What follows belongs to an exercise in optimizing a design on an open flow for small area; a production flow would make more cautious choices. Where RTL was checked, it was by simulation tests only, not by an equivalence proof against the original. Only the layout flow was run in runs 1 and 2; the RTL was not checked for function there. Power and IR drop assume default switching activity. The clock port is modelled as an ideal driver; clocking choices that lean on that would not hold on a real chip.

==> design/flow/design.v <==
module fsm_rdmux(
input  [511:0] mem,     
input  [31:0]  hb,      
input  [15:0]  la,      
input  [3:0]   rot,     
output [15:0]  n        
    );
    reg [3:0] rq [0:3];
    reg [15:0] nn;
    integer b, h, l, i;
    always @* begin
      for (b = 0; b < 4; b = b + 1) begin
        rq[b] = 4'd0;
        for (h = 0; h < 8; h = h + 1)
          for (l = 0; l < 4; l = l + 1)
            rq[b] = rq[b] | ({4{hb[b*8+h] & la[b*4+l]}} & mem[(b*32+h*4+l)*4 +: 4]);
      end
      for (i = 0; i < 4; i = i + 1) begin
        nn[i*4 +: 4] = 4'd0;
        for (b = 0; b < 4; b = b + 1)
          nn[i*4 +: 4] = nn[i*4 +: 4] | ({4{rot[(b - i + 4) % 4]}} & rq[b]);
      end
    end
    assign n = nn;
endmodule
module fsm(
input clk,
input arst,
input [15:0]s_data,
input s_valid,
input s_last,
output s_ready,
input [7:0]s_keep,
output reg [15:0] m_data,
output m_valid,
output reg m_last,
input  m_ready,
output [7:0]m_keep,
input rd_en,
input [11:0]block_len,
output reg last
    );
    assign s_ready = m_ready;
    reg        rst_q;         
    reg  [2:0] wn;            
    reg  [6:0] wr_ptr;
    reg  [6:0] temp;          
    reg  [6:0] rd_ptr;
    reg  [7:0] cnt;           
    reg  [2:0] kq;            
    reg  [511:0] mem;         
    always @(posedge clk) rst_q <= ~arst;
    always @(posedge clk)
      if (rst_q) wn <= 3'd0;
      else if (s_valid & m_ready & (s_keep[7:5] == 3'd0) & (s_keep[1:0] == 2'd0) &
               ~(s_keep[4] & |s_keep[3:2]))
        wn <= s_keep[4:2];
    always @(posedge clk)
      wr_ptr <= (wn == 3'd0) ? 7'd0 : wr_ptr + {4'd0, wn};
    genvar b, r;
    generate
      for (b = 0; b < 4; b = b + 1) begin : g_wb
        localparam [1:0] B = b;
        wire [1:0] off = B - wr_ptr[1:0];           
        wire       ben = {1'b0, off} < wn;
        wire [4:0] row = wr_ptr[6:2] + {4'd0, (B < wr_ptr[1:0])};
        wire [3:0] d   = s_data[{off, 2'b00} +: 4];
        for (r = 0; r < 32; r = r + 1) begin : g_r
          always @(posedge clk)
            if (ben && row == r) mem[(b*32+r)*4 +: 4] <= d;
        end
      end
    endgenerate
    wire [31:0] hb;
    wire [15:0] la;
    generate
      for (b = 0; b < 4; b = b + 1) begin : g_rb
        localparam [1:0] B = b;
        wire       inc = B < rd_ptr[1:0];
        wire [1:0] l   = rd_ptr[3:2] + {1'b0, inc};
        wire [2:0] h   = rd_ptr[6:4] + {2'd0, inc & (rd_ptr[3:2] == 2'd3)};
        assign la[b*4 +: 4] = 4'd1 << l;
        assign hb[b*8 +: 8] = 8'd1 << h;
      end
    endgenerate
    wire [3:0]  rot = 4'd1 << rd_ptr[1:0];
    wire [15:0] nx;
    fsm_rdmux u_rd (.mem(mem), .hb(hb), .la(la), .rot(rot), .n(nx));
    wire [3:0] n0 = nx[3:0], n1 = nx[7:4], n2 = nx[11:8], n3 = nx[15:12];
    wire [7:0] diff = {1'b0, temp} - {1'b0, rd_ptr};
    wire pe   = diff[7:2] == 6'd0;                  
    wire [8:0] cdf = {1'b0, block_len[11:4]} - {1'b0, cnt};
    wire hieq = cdf == 9'd0;
    wire blk  = hieq & (block_len[1:0] == 2'd0) & (block_len[3:2] != 2'd0);
    wire lt   = (~cdf[8] & ~hieq) | (hieq & (block_len[3:0] != 4'd0));
    wire go   = rd_en & m_ready;
    wire adv  = go & (pe | blk | lt);
    wire [1:0] k  = pe ? diff[1:0] : blk ? block_len[3:2] : 2'd0;
    wire [2:0] nk = {k == 2'd0, k};
    always @(posedge clk) begin
      if (s_last) temp <= wr_ptr;
      if (adv & pe & (diff[1:0] != 2'd0)) temp <= 7'd0;
    end
    always @(posedge clk) begin
      if (adv) begin
        rd_ptr <= rd_ptr + {5'd0, k} + {4'd0, k == 2'd0, 2'd0};
        cnt    <= (pe | blk) ? 8'd0 : cnt + 8'd1;
      end else if (~arst) begin
        rd_ptr <= 7'd0;
        cnt    <= 8'd0;
      end
    end
    always @(posedge clk) begin
      if (~go) begin
        m_data <= 16'd0;
        kq     <= 3'd0;
        m_last <= 1'b0;
        last   <= 1'b0;
      end else if (adv) begin
        m_data <= {(k == 2'd0) ? n3 : 4'd0,
                   (k == 2'd0 || k == 2'd3) ? n2 : 4'd0,
                   (k != 2'd1) ? n1 : 4'd0,
                   n0};
        kq     <= nk;
        m_last <= pe;
        if (~pe) last <= blk;
      end
    end
    assign m_keep  = {3'd0, kq, 2'd0};
    assign m_valid = |kq;
endmodule
==> design/flow/flow/run.sh <==
#!/bin/bash
# Layout flow: the standard synthesis for reference, then the same synthesis with the read
# mux (module fsm_rdmux) mapped by hand to cells; if both give the same flip-flops the mapped
# netlist is laid out, else the standard one. The layout is ORFS's, with buf_1 port buffers
# and a clock tree without dummy loads.
set -euo pipefail
W=$PWD
R=$W/orfs/results/$FLOW_PLATFORM/fsm/base
export BUFFER_PORTS_ARGS="-buffer_cell sky130_fd_sc_hd__buf_1"
export CTS_ARGS="-sink_clustering_enable -repair_clock_nets -sink_clustering_size 30 -sink_clustering_max_diameter 100 -buf_list sky130_fd_sc_hd__clkbuf_16 -dont_use_dummy_load"

bash standard.sh synth > std_synth.log 2>&1
cp $R/1_2_yosys.v std_1_2_yosys.v

python3 flow/gen_rdmux.py rdmux_cells.v > gen.log 2>&1
python3 flow/swap.py design.v rdmux_cells.v design_mapped.v >> gen.log 2>&1
sed -e "s#WORK_HOME=[^ ]*#WORK_HOME=$W/orfs_map VERILOG_FILES=$W/design_mapped.v#" standard.sh > mapped.sh
bash mapped.sh synth > map_synth.log 2>&1
M=$W/orfs_map/results/$FLOW_PLATFORM/fsm/base
if python3 flow/regs.py std_1_2_yosys.v $M/1_2_yosys.v mapped_1_2_yosys.v > regs.log 2>&1; then
  echo "using the mapped netlist" >> regs.log
  cp mapped_1_2_yosys.v $R/1_2_yosys.v
  rm -f $R/1_synth.odb
else
  echo "flip-flops differ: using the standard netlist" >> regs.log
fi
bash standard.sh > layout.log 2>&1
==> design/flow/flow/gen_rdmux.py <==
#!/usr/bin/env python3
"""Writes module fsm_rdmux of rtl/fsm.v built from sky130_fd_sc_hd cells (argv[1]).

Per bank b, bit j and low row bits l: the 8 rows 4h+l go through a222oi, a222oi and a22oi
under the one-hot hb lines, and a nand3 gives their OR; two a22oi and a nand2 pick one of
the four under the one-hot la lines. The output rotation is a one-hot 4:1 AND-OR (two a22oi
and a nand2) per output bit.
"""
import sys

P = "sky130_fd_sc_hd__"
out = []
w = out.append
n = [0]


def inst(cell, pins):
    n[0] += 1
    w(f"  {P}{cell} c{n[0]} ({', '.join(f'.{k}({v})' for k, v in pins)});")


def andor(pairs, y):
    """y = NOT OR of (s AND d) over 2 or 3 pairs."""
    pins = []
    for (s, d), (a, c) in zip(pairs, [("A1", "A2"), ("B1", "B2"), ("C1", "C2")]):
        pins += [(a, s), (c, d)]
    inst("a222oi_1" if len(pairs) == 3 else "a22oi_1", pins + [("Y", y)])


def mux4(sel, data, y, pre):
    """y = OR of sel[k] AND data[k], k < 4, for one-hot sel."""
    w(f"  wire {pre}_a, {pre}_b;")
    andor(list(zip(sel[:2], data[:2])), f"{pre}_a")
    andor(list(zip(sel[2:], data[2:])), f"{pre}_b")
    inst("nand2_1", [("A", f"{pre}_a"), ("B", f"{pre}_b"), ("Y", y)])


w("module fsm_rdmux(mem, hb, la, rot, n);")
w("  input [511:0] mem;")
w("  input [31:0] hb;")
w("  input [15:0] la;")
w("  input [3:0] rot;")
w("  output [15:0] n;")
w("  wire [15:0] rq;")
for b in range(4):
    for j in range(4):
        ys = []
        for l in range(4):
            pre = f"b{b}_{j}_{l}"
            pairs = [(f"hb[{b*8+h}]", f"mem[{(b*32+h*4+l)*4+j}]") for h in range(8)]
            w(f"  wire {pre}_z0, {pre}_z1, {pre}_z2, {pre}_y;")
            andor(pairs[0:3], f"{pre}_z0")
            andor(pairs[3:6], f"{pre}_z1")
            andor(pairs[6:8], f"{pre}_z2")
            inst("nand3_1", [("A", f"{pre}_z0"), ("B", f"{pre}_z1"), ("C", f"{pre}_z2"), ("Y", f"{pre}_y")])
            ys.append(f"{pre}_y")
        mux4([f"la[{b*4+l}]" for l in range(4)], ys, f"rq[{b*4+j}]", f"b{b}_{j}")
for i in range(4):
    for j in range(4):
        # output nibble i takes bank b when rot[(b - i) mod 4]
        mux4([f"rot[{(b - i) % 4}]" for b in range(4)], [f"rq[{b*4+j}]" for b in range(4)],
             f"n[{i*4+j}]", f"o{i}_{j}")
w("endmodule")
open(sys.argv[1], "w").write("\n".join(out) + "\n")
==> design/flow/flow/regs.py <==
#!/usr/bin/env python3
"""regs.py STD MAPPED OUT: if netlist MAPPED has the same flip-flops as STD (same register
names, up to the Yosys cell-type suffix after '$', and the same cells), write MAPPED to OUT
with its flip-flop instances renamed to STD's names and exit 0; else exit 1."""
import re
import sys

PAT = re.compile(r"^(\s*)(sky130_fd_sc_hd__\w*(?:df|dl)\w*)(\s+)(\S+)(\s*\()", re.M)


def regs(text):
    d = {}
    for _, cell, _, name, _ in PAT.findall(text):
        base = name.split("$")[0]
        if base in d:
            sys.exit(f"regs.py: register {base} twice")
        d[base] = (name, cell)
    return d


std_text, map_text = open(sys.argv[1]).read(), open(sys.argv[2]).read()
a, b = regs(std_text), regs(map_text)
print(f"regs.py: {len(a)} and {len(b)} flip-flops")
if not a or a.keys() != b.keys() or any(a[k][1] != b[k][1] for k in a):
    sys.exit(1)
renamed = PAT.sub(lambda m: m.group(1) + m.group(2) + m.group(3) + a[m.group(4).split("$")[0]][0]
                  + m.group(5), map_text)
if regs(renamed) != a:
    sys.exit(1)
open(sys.argv[3], "w").write(renamed)
==> design/flow/flow/swap.py <==
#!/usr/bin/env python3
"""swap.py DESIGN CELLS OUT: copy DESIGN with module fsm_rdmux replaced by the one in CELLS."""
import re
import sys

design = open(sys.argv[1]).read()
m = re.search(r"^\s*module\s+fsm_rdmux\b.*?^\s*endmodule\b", design, re.S | re.M)
if not m:
    sys.exit("swap.py: module fsm_rdmux not found")
open(sys.argv[3], "w").write(design[:m.start()] + "\n" + open(sys.argv[2]).read() + design[m.end():])
==> design/flow/standard.sh <==
#!/bin/bash
# synth_recipe.tcl (not shown) runs the flow's synth.tcl, then flattens the netlist and writes it again
# the make line also repeats each setting of config.mk as NAME=value (left out here)
make -C /OpenROAD-flow-scripts/flow DESIGN_CONFIG=/design/flow/config.mk WORK_HOME=/design/flow/orfs CLKGATE_MAP_FILE= SYNTH_SCRIPT=/design/flow/synth_recipe.tcl "${@:-finish}"
==> design/flow/config.mk <==
export PLATFORM = sky130hd
export DESIGN_NAME = fsm
export DESIGN_NICKNAME = fsm
export VERILOG_FILES = /design/flow/design.v
export SDC_FILE = /design/flow/constraint.sdc
export NUM_CORES = 8
export LEC_CHECK = 0
export CAP_MARGIN = 20
export CORE_MARGIN = 2
export CORE_UTILIZATION = 60
export SLEW_MARGIN = 20
==> design/flow/constraint.sdc <==
create_clock -name core_clock -period 6.0 [get_ports {clk}]
set_input_delay 1.2000 -clock core_clock [delete_from_list [all_inputs] [get_ports {clk}]]
set_output_delay 1.2000 -clock core_clock [all_outputs]
set_load 0.01 [all_outputs]
==> results of run 1 <==
-- layer usage --
metal  wire length [um]  global-route usage, %
met5                  0                      0
met4               1870                   8.57
met3               8330                   7.91
met2              32700                   48.6
met1              30100                   46.9
-- stage by stage --
stage          area, um^2  setup WS, ns  total power, W  hold WS, ns  instances
2_1_floorplan       26400          1.35         0.00517        0.414       2098
3_3_place_gp        27100          1.00         0.00554        0.439       2638
3_5_place_dp        27100         0.877         0.00555        0.438       2638
4_1_cts             27600          1.07         0.00729        0.470       2660
5_1_grt             27600         0.745         0.00751        0.487       2660
6_report            27600          1.02         0.00730        0.479       2660
-- worst max path at each step --
stage	depth (start not counted)	to	slack [ns]
global route	16	rd_ptr[6]$_SDFFCE_PN0P_	0.75
global placement	16	rd_ptr[6]$_SDFFCE_PN0P_	1.00
CTS	16	rd_ptr[6]$_SDFFCE_PN0P_	1.07
floorplan	15	rd_ptr[6]$_SDFFCE_PN0P_	1.35
detailed placement	16	rd_ptr[6]$_SDFFCE_PN0P_	0.88
finish	16	rd_ptr[6]$_SDFFCE_PN0P_	1.02
-- critical path, stage by stage (launching register included) --
cell and delay (ns):
edfxtp_1 0.38, buf_4 0.54, inv_2 0.25, ha_1 0.41
nor3_1 0.20, a21oi_1 0.07, o31a_1 0.27, or3_1 0.51
and3_1 0.24, a21oi_1 0.41, ha_1 0.37, ha_1 0.21
nor2b_1 0.17, o21ai_0 0.13, or3_1 0.38, xnor2_1 0.14
nor2_1 0.05
-- placed cells by master (no fill, tap or decap), drive strengths merged, types with 27 or more instances in the layout --
cell type,instances
a21oi,68
a31oi,44
mux2,30
nor3,43
nand3b,28
nand2,139
nor2b,37
ha,46
edfxtp,527
inv,38
dfxtp,39
nor2,209
o21ai,56
nand4,35
and3,27
mux2i,78
nand3,128
buf,105
-- layout make-up --
type,count,share of cell area (%)
sequential,566,60.1
multi-input combinational,1342,32.6
tap,585,2.65
timing repair buffer,105,2.12
clock buffer,22,1.99
inverter,40,0.543
-- flip-flops by register name (all words and copies together), names as in the netlist --
register / cells
mem: 512
m_data: 16
cnt: 8
rd_ptr: 7
temp: 7
wr_ptr: 7
kq: 3
wn: 3
last: 1
m_last: 1
rst_q: 1
-- kinds of logic (layout without fill, tap and decap cells) --
kind of cell	Yosys count	in the layout	share of synthesized area, %
simple gates	753	753	14.2
flops	566	566	62.9
compound gates	375	375	10.1
buf+inv	190	167	3.23
mux	126	126	5.77
fa+ha+maj	49	49	2.41
xor+xnor	34	34	1.33
other cells	1	5	0.0142
-- report_power, final --
part	internal, W	total [W]	switching (W)	leakage [nW]
registers	0.00433	0.00435	0.0000220	5.07
logic	0.000365	0.00115	0.000783	3.48
clock network	0.000664	0.00180	0.00114	0.271
==> impl_results.md, run 1 <==
* Die width at roughly 210 um
* Die area at about 46000 um^2
* Routed length per instance at between 20 and 30 um
* Port Buf Inserts at 64
* NumNets Final at about 2200
* R2R Setup Slk at slightly above 1 ns
* Setup CP Type: reg2reg
* Diode count at 0
* Sum Neg Setup Slack at 0 ns
* Multi-input logic area at 9010 um^2
* Layout area overhead at 4.70%
* Max clock buf depth at 3
* Synthesized flop and latch total at between 500 and 600
* Detailed Route WL at approximately 73000 um
* # rows at 76
* Top-count cell post-synth: edfxtp_1
* HPWL Detailed at 49700 um
* Initial antenna violation count at 1
* Crit path DAT at 5.33 ns
* Worst-case reg-to-reg path depth at 16
* Vias in the first global route at about 17000
* Syn Area/Cell at roughly 13 um^2
* Starting DRT DRC Count at around 2400
* CTS buffer count at 22
* DR DRC count at 0
* Vias per std cell at 6.76
* Post-Syn Instances at approximately 2100
* Outcome: finished clean
* Clock Sinks at roughly 570
* Asr flop ratio synth at 0%
* Pleak at approximately 8.8 nW
* CTS root buf: clkbuf_16
* # resized after CTS at 0
* First-pass GRT wire length at 108000 um
* Slew margin rel. at about a quarter
* Core Area at around 43000 um^2
* Pwr dens at between 200 and 300 nW/um^2
* Share of post-route cells with drive strength above 1 at around 7.0%
* Post-synth top flop: edfxtp_1
* Routability cong. at 0.935
* Slew Limit Fails at 0
* Hold Crit Depth at 1
* Worst-margin pin slew at between 1 and 1.5 ns
* Fillcell total at 3335
* Gr usage total at roughly a third
* Synth area leader: edfxtp_1
* Total iterations of the first detailed-routing run at 7
* Seq. cell area at 16600 um^2
* Synth warn at 3
* Largest cells by area after synthesis: edfxtp_1 60%, nor2_1 3.0%, dfxtp_1 3.0%
* Critical Path Start Type: register
* Peak supply drop at ~280 uV
* Maxcap violations at 0
* Min-delay src: rst_q$_DFF_P_
* Period utilization at roughly 83%
* Final hold viol count at 0
* Vias at 17969
* Hold EP: wn[1]$_SDFFE_PP0P_
* Post-CTS Setup Bufs at 0
* Die Y at 214 um
* Critical Path RT at ~6.4 ns
* Critical path launch point: rd_ptr[3]$_SDFFCE_PN0P_
* Commonest cells post-synth: 527 x edfxtp_1, 209 x nor2_1, 139 x nand2_1, 128 x nand3_1, 78 x mux2i_1
* Total gr overflow at 0
* TritonCTS clock tree: yes
* CP Max Fanout at 41
* Layout Utilization at 63.9%
* Largest net degree at the start of global routing at 56
* RSZ-0062 raised after global routing: false
* H-tree depth at 1
* Netlist cell types at 90
* CTS clock-pin slew for the worst setup and hold paths at roughly 0.12 ns
* Seq/Total Area, Yosys at 62.9%
* Post-route ant nets at 0
* Reg2reg start: rd_ptr[3]$_SDFFCE_PN0P_
* Post-Syn Area at ~26000 um^2
* Achievable Freq at 201 MHz
* HP Class: reg2reg
* Fin crit period at ~5 ns
* CP Capture Type: register
* Yosys top cell area share at roughly 60%
* Clock latency at the later pin of the worst-skew pair at around 0.6 ns
* Num ports at 70
* CTS Hold Bufs at 0
* Post-synth EDFFs at about 530
* Reg-to-reg endpoint: rd_ptr[6]$_SDFFCE_PN0P_
* Initial Utilization at around 60%
* Worst clock skew at 0.0304 ns
* Setup Viol. Count Final at 0
==> run 2, diff against run 1 <==
--- a/design/flow/flow/regs.py
+++ b/design/flow/flow/regs.py
@@ -7,3 +7,3 @@
 
-PAT = re.compile(r"^(\s*)(sky130_fd_sc_hd__\w*(?:df|dl)\w*)(\s+)(\S+)(\s*\()", re.M)
+PAT = re.compile(r"^(\s*)(sky130_fd_sc_hd__(?:s?e?df|dl[xr]|s?dlclkp)\w*)(\s+)(\S+)(\s*\()", re.M)
 
==> run 2 against run 1 <==
Against the previous run: clock power decreased by 3%; sequential share of layout area rose by 6.3 points; combinational power is 37% lower; sequential cell count is the same; critical path depth shrank 1; count of clock-buffer cells in the layout stayed put; still clean; critical endpoint is now m_data[14]$_SDFFE_PN0P_.
==> impl_results.md, run 2 <==
* Clock Sinks at around 570
* Seq. cell area at 16600 um^2
* Initial Utilization at 60.8%
* Die width at around 200 um
* Crit path top cell by count: nand2_1
* Fin crit period at just over 4 ns
* Setup CP Type: reg2reg
* NumNets Final at ~1800
* Peak supply drop at approximately 280 uV
* Vias per std cell at approximately 6.7
* Multi-input logic area at 6670 um^2
* Post-route setup slack at roughly 1.9 ns
* Die Y at ~200 um
* Total iterations of the first detailed-routing run at 10
* CP Max Fanout at 16
* Crit-path slowest cell: edfxtp_1
* Slew Limit Fails at 0
* Fillcell total at approximately 2900
* Most frequent cells in the layout: 527 x edfxtp_1, 174 x nor2_1, 128 x a222oi_1, 128 x a22oi_1, 110 x nand2_1
* Routed length per instance at ~26 um
* Worst-margin pin slew at 1.02 ns
* Layout area overhead at 6.13%
* Gr usage total at a little over a quarter
* Tot Pwr at 0.00683 W
* Achievable Freq at between 200 and 250 MHz
* Vias in the first global route at 14080
* Largest register FFs at approximately 510
* Outcome: finished clean
* Detailed Route WL at ~56000 um
* Pleak at ~8.0 nW
* CTS clock-pin slew for the worst setup and hold paths at between 0.1 and 0.15 ns
* Core Area at 38700 um^2
* Port Buf Inserts at 64
* Largest register by flop count: mem
* Clock latency at the later pin of the worst-skew pair at about 0.58 ns
* # resized after CTS at 0
* TritonCTS clock tree: yes
* Post-CTS Setup Bufs at 0
* H-tree depth at 1
* Commonest non-fill, non-tap cell in the layout: edfxtp_1
* Pwr dens at around 270 nW/um^2
* Synth warn at 3
* Worst clock skew at slightly above 0.04 ns
* DR DRC count at 0
* CP Capture Type: register
* CTS Hold Bufs at 0
* Post-Place Setup Slack at approximately 1.4 ns
* Initial antenna violation count at 4
* Maxcap violations at 0
* Max clock buf depth at 3
* Starting DRT DRC Count at around 2000
* Post-Syn Area at between 20000 and 25000 um^2
* Setup Viol. Count Final at 0
* Post-route ant nets at 0
* Period utilization at between 60 and 70%
* Num ports at 70
* Sum Neg Setup Slack at 0 ns
* Syn Area/Cell at roughly 15 um^2
* Critical Path Start Type: register
* Crit path buffers/inverters at 1
* First-pass GRT wire length at between 80000 and 90000 um
* Crit path DAT at ~4.6 ns
* Hold_ws at 0.464 ns
* Total gr overflow at 0
* CTS buffer count at 22
* HP Class: reg2reg
* Routability cong. at around 0.87
* Share of post-route cells with drive strength above 1 at approximately 5.7%
* Crit path largest cell delay at 0.77 ns
* Largest net degree at the start of global routing at 41
* HPWL Detailed at 37900 um
* CTS root buf: clkbuf_16
* Vias at ~15000
* Crit path max-delay family: simple AND/OR/NAND/NOR gates
* Die area at between 40000 and 50000 um^2
* # rows at 72
* Critical Path RT at between 6 and 7 ns
* RSZ-0062 raised after global routing: false
* Post-Syn Instances at between 1500 and 2000
* Worst-path cell chain: nand2_1 -> nor2b_1 -> ha_1 -> ha_1 -> xor2_1 -> nor2_1 -> buf_4 -> a222oi_1 -> nand3_1 -> a22oi_1 -> nand2_1 -> a22oi_1 -> nand2_1 -> nand3_1 -> mux2i_1
* Final hold viol count at 0
* Cell Area, Placed at ~24000 um^2
* Largest registers: mem (512), m_data (16), cnt (8)
* Slew margin rel. at around 32%
* Final instance area at about 25000 um^2
-- run 2: per-stage QoR --
stage                     instances  util (%)
after detailed placement       2157      63.1
after CTS                      2179      64.5
after floorplan                1594         -
after global placement         2157      63.1
after global routing           2180      64.6
final                          2180      64.6
-- run 2: worst register-to-register path, cell delays in order (launching register included) --
cell      delay (ns)
edfxtp_1        0.77
nand2_1         0.29
nor2b_1         0.19
ha_1            0.16
ha_1            0.20
xor2_1          0.36
nor2_1          0.09
buf_4           0.22
a222oi_1        0.48
nand3_1         0.15
a22oi_1         0.33
nand2_1         0.27
a22oi_1         0.25
nand2_1         0.09
nand3_1         0.10
mux2i_1         0.07
-- run 2: path summary, 6_finish.rpt --
| check | from | to | slack (ns) | cells after the start |
|---|---|---|---|---|
| min | rst_q$_DFF_P_ | wn[1]$_SDFFE_PP0P_ | 0.46 | 1 |
| max | rd_ptr[3]$_SDFFCE_PN0P_ | m_data[14]$_SDFFE_PN0P_ | 1.87 | 15 |
| min reg2reg | rst_q$_DFF_P_ | wn[1]$_SDFFE_PP0P_ | 0.46 | 1 |
| max reg2reg | rd_ptr[3]$_SDFFCE_PN0P_ | m_data[14]$_SDFFE_PN0P_ | 1.87 | 15 |
-- run 2: metal layers --
layer	share of wire (%)	global-route usage [%]	vias up
li1	-	-	6575
met1	42	38.7	7253
met2	48	44.9	613
met3	7.8	3.89	76
met4	2.3	6.13	6
met5	0.070	0	-
-- run 2: power breakdown --
part	switching (W)	internal, W	leakage [nW]
registers	0.0000298	0.00432	5.07
logic	0.000485	0.000237	2.64
clock network	0.00109	0.000665	0.271
total	0.00160	0.00522	7.99
-- run 2: area by class of cell --
class	count	share of cell area [%]
tap	518	2.59
clock buffer	22	2.20
multi-input combinational	955	26.7
antenna	1	0.0100
inverter	30	0.450
timing repair buffer	88	1.68
sequential	566	66.4
==> run 3, diff against run 2 <==
--- a/design/flow/design.v
+++ b/design/flow/design.v
@@ -2,4 +2,3 @@
 input  [511:0] mem,     
-input  [31:0]  hb,      
-input  [15:0]  la,      
+input  [127:0] rsel,    
 input  [3:0]   rot,     
@@ -9,3 +8,3 @@
     reg [15:0] nn;
-    integer b, h, l, i;
+    integer b, r, i;
     always @* begin
@@ -13,5 +12,4 @@
         rq[b] = 4'd0;
-        for (h = 0; h < 8; h = h + 1)
-          for (l = 0; l < 4; l = l + 1)
-            rq[b] = rq[b] | ({4{hb[b*8+h] & la[b*4+l]}} & mem[(b*32+h*4+l)*4 +: 4]);
+        for (r = 0; r < 32; r = r + 1)
+          rq[b] = rq[b] | ({4{rsel[b*32+r]}} & mem[(b*32+r)*4 +: 4]);
       end
@@ -73,4 +71,3 @@
     endgenerate
-    wire [31:0] hb;
-    wire [15:0] la;
+    wire [127:0] rsel;
     generate
@@ -78,7 +75,4 @@
         localparam [1:0] B = b;
-        wire       inc = B < rd_ptr[1:0];
-        wire [1:0] l   = rd_ptr[3:2] + {1'b0, inc};
-        wire [2:0] h   = rd_ptr[6:4] + {2'd0, inc & (rd_ptr[3:2] == 2'd3)};
-        assign la[b*4 +: 4] = 4'd1 << l;
-        assign hb[b*8 +: 8] = 8'd1 << h;
+        wire [4:0] row = rd_ptr[6:2] + {4'd0, (B < rd_ptr[1:0])};
+        assign rsel[b*32 +: 32] = 32'd1 << row;
       end
@@ -87,3 +81,3 @@
     wire [15:0] nx;
-    fsm_rdmux u_rd (.mem(mem), .hb(hb), .la(la), .rot(rot), .n(nx));
+    fsm_rdmux u_rd (.mem(mem), .rsel(rsel), .rot(rot), .n(nx));
     wire [3:0] n0 = nx[3:0], n1 = nx[7:4], n2 = nx[11:8], n3 = nx[15:12];
==> design/flow/flow/gen_rdmux.py (replaced) <==
#!/usr/bin/env python3
"""Writes module fsm_rdmux of rtl/fsm.v built from sky130_fd_sc_hd cells (argv[1]).

Per bank b and bit j: the 32 rows' (rsel, data) pairs go through ten a222oi and one a22oi
(active-low partial ORs); nand4/nand4/nand3 and an or3 give the bank's bit. The output
rotation is a one-hot 4:1 AND-OR (two a22oi and a nand2) per output bit.
"""
import sys

P = "sky130_fd_sc_hd__"
out = []
w = out.append
n = [0]


def inst(cell, pins):
    n[0] += 1
    w(f"  {P}{cell} c{n[0]} ({', '.join(f'.{k}({v})' for k, v in pins)});")


w("module fsm_rdmux(mem, rsel, rot, n);")
w("  input [511:0] mem;")
w("  input [127:0] rsel;")
w("  input [3:0] rot;")
w("  output [15:0] n;")
w("  wire [15:0] rq;")
for b in range(4):
    for j in range(4):
        pre = f"b{b}_{j}"
        ys = []
        pairs = [(f"rsel[{b*32+r}]", f"mem[{(b*32+r)*4+j}]") for r in range(32)]
        groups = [pairs[i:i + 3] for i in range(0, 30, 3)] + [pairs[30:32]]
        for g, grp in enumerate(groups):
            y = f"{pre}_y{g}"
            w(f"  wire {y};")
            ys.append(y)
            pins = []
            for (s, d), (a, c) in zip(grp, [("A1", "A2"), ("B1", "B2"), ("C1", "C2")]):
                pins += [(a, s), (c, d)]
            inst("a222oi_1" if len(grp) == 3 else "a22oi_1", pins + [("Y", y)])
        w(f"  wire {pre}_p0, {pre}_p1, {pre}_p2;")
        inst("nand4_1", [("A", ys[0]), ("B", ys[1]), ("C", ys[2]), ("D", ys[3]), ("Y", f"{pre}_p0")])
        inst("nand4_1", [("A", ys[4]), ("B", ys[5]), ("C", ys[6]), ("D", ys[7]), ("Y", f"{pre}_p1")])
        inst("nand3_1", [("A", ys[8]), ("B", ys[9]), ("C", ys[10]), ("Y", f"{pre}_p2")])
        inst("or3_1", [("A", f"{pre}_p0"), ("B", f"{pre}_p1"), ("C", f"{pre}_p2"), ("X", f"rq[{b*4+j}]")])
for i in range(4):
    for j in range(4):
        pre = f"o{i}_{j}"
        w(f"  wire {pre}_a, {pre}_b;")
        # output nibble i takes bank b when rot[(b - i) mod 4]
        t = [(f"rot[{(b - i) % 4}]", f"rq[{b*4+j}]") for b in range(4)]
        inst("a22oi_1", [("A1", t[0][0]), ("A2", t[0][1]), ("B1", t[1][0]), ("B2", t[1][1]), ("Y", f"{pre}_a")])
        inst("a22oi_1", [("A1", t[2][0]), ("A2", t[2][1]), ("B1", t[3][0]), ("B2", t[3][1]), ("Y", f"{pre}_b")])
        inst("nand2_1", [("A", f"{pre}_a"), ("B", f"{pre}_b"), ("Y", f"n[{i*4+j}]")])
w("endmodule")
open(sys.argv[1], "w").write("\n".join(out) + "\n")
--- a/design/flow/flow/regs.py
+++ b/design/flow/flow/regs.py
@@ -7,3 +7,3 @@
 
-PAT = re.compile(r"^(\s*)(sky130_fd_sc_hd__(?:s?e?df|dl[xr]|s?dlclkp)\w*)(\s+)(\S+)(\s*\()", re.M)
+PAT = re.compile(r"^(\s*)(sky130_fd_sc_hd__\w*(?:df|dl)\w*)(\s+)(\S+)(\s*\()", re.M)
 
==> run 3 against run 2 <==
Against the previous run: sequential cell count stayed put; count of clock-buffer cells in the layout stayed put; non-clock buffer count is 21 lower; combinational power is 12% lower; die area is 0.79% higher; critical path type unchanged; critical endpoint unchanged.
==> impl_results.md, run 3 <==
* Outcome: finished clean
* Fin crit period at between 4 and 5 ns
* Initial antenna violation count at 3
* CTS root buf: clkbuf_16
* CTS clock-pin slew for the worst setup and hold paths at about 0.11 ns
* DR DRC count at 0
* Worst clock skew at about 0.026 ns
* CTS buffer count at 22
* Cell Area, Placed at ~24000 um^2
* Reg2reg start: rd_ptr[1]$_SDFFCE_PN0P_
* Largest net degree at the start of global routing at 33
* CTS Hold Bufs at 0
* HP Class: reg2reg
* TritonCTS clock tree: yes
* Commonest non-fill, non-tap cell in the layout: edfxtp_1
* Sum Neg Setup Slack at 0 ns
* Num ports at 70
* Die Y at around 200 um
* Slew margin rel. at about a quarter
* Dpl cells at ~2200
* Share of post-route cells with drive strength above 1 at under 10%
* Final Non-Filler Cells at roughly 2200
* RSZ-0062 raised after global routing: false
* Critical Path Start Type: register
* Hold Crit Depth at 2
* Worst-case reg-to-reg path depth at 13
* Starting DRT DRC Count at roughly 2000
* HPWL Detailed at 39700 um
* Largest register by flop count: mem
* Syn Area/Cell at between 10 and 15 um^2
* Period utilization at roughly 77%
* NumNets Final at roughly 1800
* Die area at roughly 41000 um^2
* Pleak at about 7.9 nW
* Final hold viol count at 0
* Post-CTS Setup Bufs at 0
* Core Area at about 39000 um^2
* Port Buf Inserts at 64
* Clock latency at the later pin of the worst-skew pair at 0.57 ns
* Vias in the first global route at ~15000
* Crit path DAT at between 5 and 6 ns
* Critical Path RT at ~6.5 ns
* Vias at ~15000
* Largest register FFs at approximately 510
* Detailed Route WL at 57900 um
* Hold EP: m_data[10]$_SDFFE_PN0P_
* Die width at ~200 um
* Layout Utilization at between 60% and 70%
* Total iterations of the first detailed-routing run at 10
* Total gr overflow at 0
* Setup Viol. Count Final at 0
* Gr usage total at ~28%
* Post-Syn Area at around 24000 um^2
* Initial Utilization at 61.2%
* Slew Limit Fails at 0
* H-tree depth at 1
* Pwr dens at between 200 and 300 nW/um^2
* Routed length per instance at between 20 and 30 um
* Peak supply drop at between 200 and 250 uV
* Vias per std cell at slightly below 7
* # rows at between 70 and 80
* Achievable Freq at ~220 MHz
* Maxcap violations at 0
* # resized after CTS at 0
* Routability cong. at approximately 0.9
* Worst-margin pin slew at around 1.1 ns
* First-pass GRT wire length at 87100 um
* Post-Syn Instances at around 1700
* Min-delay src: m_data[10]$_SDFFE_PN0P_
* Layout area overhead at 5.24%
* Tot Pwr at between 0.006 and 0.007 W
* Most frequent cells in the layout: 527 x edfxtp_1, 309 x nor2_1, 160 x a222oi_1, 118 x nand2_1, 64 x buf_1
* Reg-to-reg endpoint: m_data[14]$_SDFFE_PN0P_
* Post-route ant nets at 0
* CP Max Fanout at 17
* CP Capture Type: register
* Synth warn at 3
* Final instance area at roughly 25000 um^2
* Largest registers: mem (512), m_data (16), cnt (8)
* Setup CP Type: reg2reg
* Clock Sinks at between 500 and 600
* Max clock buf depth at 3
* R2R Setup Slk at 1.35 ns
==> run 3: stage by stage <==
stage	setup WS [ns]	hold slack, ns
after floorplan	1.45	0.414
after global routing	0.979	0.495
after global placement	1.16	0.445
final	1.35	0.462
after detailed placement	1.06	0.438
after CTS	1.46	0.467
==> run 3: worst max path at each step <==
stage / startpoint / endpoint / slack (ns)
CTS: rd_ptr[3]$_SDFFCE_PN0P_ / rd_ptr[6]$_SDFFCE_PN0P_ / 1.46
finish: rd_ptr[1]$_SDFFCE_PN0P_ / m_data[14]$_SDFFE_PN0P_ / 1.35
global route: rd_ptr[1]$_SDFFCE_PN0P_ / m_data[4]$_SDFFE_PN0P_ / 0.98
detailed placement: block_len[5] / rd_ptr[6]$_SDFFCE_PN0P_ / 1.06
global placement: block_len[5] / rd_ptr[6]$_SDFFCE_PN0P_ / 1.16
floorplan: block_len[5] / rd_ptr[6]$_SDFFCE_PN0P_ / 1.45
==> run 3: critical path: stages (launching register included) <==
cell and delay, ns:
edfxtp_1 0.51, and2_1 0.58, ha_1 0.29, ha_1 0.30, nor3_1 0.07, a31oi_1 0.78, nor2_1 0.23, a222oi_1 0.45
nand4_1 0.22, or3_1 0.58, a22oi_1 0.24, nand2_1 0.08, nand3_1 0.09, mux2i_1 0.09
==> run 3: power breakdown <==
group	leakage, nW	switching (W)	internal, W
Combinational	2.55	0.000446	0.000188
Clock	0.271	0.00109	0.000664
Sequential	5.07	0.0000235	0.00432
Total	7.89	0.00156	0.00517
==> run 3: area by class of cell <==
class / instances / area [um^2]
Fill cell: 2899 / 13800
Antenna cell: 1 / 2.50
Tap cell: 518 / 648
Timing Repair Buffer: 67 / 263
Inverter: 31 / 116
Multi-Input combinational cell: 1031 / 6810
Clock buffer: 22 / 551
Sequential cell: 566 / 16600
==> run 3: routing by layer <==
layer,global-route usage (%),up-vias,part of all wire (%)
met5,0,-,0
met4,7.61,0,2.6
met3,4.11,105,9.4
met2,45.4,844,47
met1,40.5,7500,42
li1,-,6802,-

-- static timing again, ports no longer ideal --
In the flow no input, the clock included, has a driving cell. The finished layouts below were timed again as built, in two steps. Step 1 sets driving cells, clkbuf_16 on the clock port and buf_2 on the other inputs (assumed; they add their load-dependent delay and slew). Step 2 times the ports against the registers' clock, not the clock port: input delays grow and output delays shrink by t, the midpoint of the rising clock arrivals with the driver on. Three values: no drivers, after step 1, after step 2; two values: the first two.
run | t (ns) | slack for setup (ns) | pins driven straight from the clock port
run 1 | 0.641 | 1.021 / 1.021 / 0.844 | 1
run 2 | 0.615 | 1.866 / 1.866 / 1.457 | 1
run 3 | 0.614 | 1.355 / 1.355 / 1.062 | 1
After both steps every run listed still meets setup and hold. The setup slack of run 2, which loses most, moves by 0.000 ns with the drivers and by -0.409 ns with both steps.
